Context: an optimization exercise on an open-source flow, tuned for small area. The choices shown serve that exercise and are no tape-out recipe.
In this exercise RTL edits were held to simulation tests only and were not proved equivalent to the original.

## macrow4
module macrow4(
    input clk,
    input reset_n,
    input enX,
    input[3:0] enW,
    input [15:0] X_i,
    input [15:0] W_i,
    output valid_o,
    output [15:0] Y_o
);
Size in the first run: ~2900 cells after synthesis.
==> flow/config.mk <==
export PLATFORM = sky130hd
export DESIGN_NAME = macrow4
export DESIGN_NICKNAME = macrow4
export VERILOG_FILES = /design/flow/design.v
export SDC_FILE = /design/flow/constraint.sdc
export NUM_CORES = 4
export LEC_CHECK = 0
export ABC_AREA = 1
export CAP_MARGIN = 10
export CORE_MARGIN = 2
export CORE_UTILIZATION = 40
export CTS_CLUSTER_DIAMETER = 100
export CTS_CLUSTER_SIZE = 30
export PLACE_DENSITY = 0.45
export SLEW_MARGIN = 10
export SYNTH_HIERARCHICAL = 1
==> flow/constraint.sdc <==
create_clock -name core_clock -period 18.0 [get_ports {clk}]
set_input_delay 3.6000 -clock core_clock [delete_from_list [all_inputs] [get_ports {clk}]]
set_output_delay 3.6000 -clock core_clock [all_outputs]
set_load 0.01 [all_outputs]
standard.sh (not shown) runs the stock make flow with config.mk's settings and CLKGATE_MAP_FILE= SYNTH_SCRIPT=/design/flow/synth_recipe.tcl, a recipe that flattens the netlist after the stock synthesis.
==> flow/flow/run.sh <==
#!/bin/bash
# Own layout flow: the standard flow (standard.sh) with a different
# mapping of the combinational logic in synthesis. A copy of ORFS's scripts
# is used for the synth target, with three changes:
#   - abc_area.script is flow/abc_area.script: choice computation and ABC's
#     area mapper (amap), twice;
#   - extract_fa looks for full adders only (half adders are left to ABC);
#   - Yosys's synth skips its quick generic ABC pass (-noabc) before that.
# The synthesis script itself (synth_recipe.tcl), and so the registers, and
# floorplan, placement, CTS and routing are the standard flow's, except that
# the buffer that placement puts on every input and output port is the
# smallest buffer, sky130_fd_sc_hd__buf_1 (BUFFER_PORTS_ARGS).
# Each tool's output goes to a log file here: synth.log and layout.log (make),
# and ORFS's own logs under orfs/logs.
set -euo pipefail
W=$(pwd)
S=$W/scripts_abc
rm -rf "$S"
mkdir -p "$S"
cp -r "$FLOW_HOME/scripts/." "$S/"
cp "$W/flow/abc_area.script" "$S/abc_area.script"
sed -i -e 's/^  extract_fa {\*}\[dont_use_extract_fa_args\]$/  extract_fa -fa/' \
       -e 's/^  synth -top \$::env(DESIGN_NAME) -run fine: {\*}\$synth_full_args$/  synth -top $::env(DESIGN_NAME) -run fine: -noabc {*}$synth_full_args/' \
       "$S/synth.tcl"
grep -q '^  extract_fa -fa$' "$S/synth.tcl"
grep -q -- '-run fine: -noabc' "$S/synth.tcl"
# the standard make command, for the synth target, with the copied scripts
sed -e 's|"${@:-finish}"|SCRIPTS_DIR='"$S"' synth|' standard.sh > synth_abc.sh
grep -q "scripts_abc synth" synth_abc.sh
bash synth_abc.sh > synth.log 2>&1
# the rest of the standard flow, up to the final DEF
bash standard.sh BUFFER_PORTS_ARGS="-buffer_cell sky130_fd_sc_hd__buf_1" finish > layout.log 2>&1
==> flow/flow/abc_area.script <==
strash
dch -f
amap -m
strash
dch -f
amap -m
topo
stime -c
The baseline completed with no timing, DRC or antenna violations.
Change:
Settings changed: CAP_MARGIN 10 to 20, GPL_TIMING_DRIVEN from default to 0, SLEW_MARGIN 10 to 20.
Flip-flop and latch count stays the same.
Routed wire length decreases by 0.54%.
Maximum frequency decreases by 2.6%.
Utilization increases by 0.35 points.
Change:
--- a/flow/flow/run.sh
+++ b/flow/flow/run.sh
@@ -10,3 +10 @@
-# floorplan, placement, CTS and routing are the standard flow's, except that
-# the buffer that placement puts on every input and output port is the
-# smallest buffer, sky130_fd_sc_hd__buf_1 (BUFFER_PORTS_ARGS).
+# floorplan, placement, CTS and routing are the standard flow's.
@@ -32 +30 @@
-bash standard.sh BUFFER_PORTS_ARGS="-buffer_cell sky130_fd_sc_hd__buf_1" finish > layout.log 2>&1
+bash standard.sh > layout.log 2>&1
Settings changed: GPL_TIMING_DRIVEN 0 to default.
Outcome: The new run passed the timing, DRC and antenna checks; cell count hardly moves; critical path depth rises by 6; setup slack improves by 240 ps; sequential share of layout area is about the same; die area does not change; fmax rises slightly; synthesized cell count does not change.

==> static timing again, ports no longer ideal <==
No port has a modelled driver above. Below, the same layouts with a new extraction and two added sets of constraints.
Step 1 assumes that a clkbuf_16 drives the clock port and a buf_2 every other input.
Step 2 times the ports against the registers' clock, not the clock port: input delays grow and output delays shrink by t, the midpoint of the rising clock arrivals with the driver on.
Slacks: no drivers / after step 1 / after step 2; pairs: no drivers / after step 1.
run	t (ns)	setup WS [ns]	worst register clock-pin slew, ns
the first run	0.595	1.623 / 1.623 / 1.623	0.11 / 0.11
the second run	0.590	1.193 / 1.193 / 1.193	0.10 / 0.10
the third run	0.579	1.430 / 1.430 / 1.430	0.10 / 0.10
After both steps setup and hold are still met in every run listed.
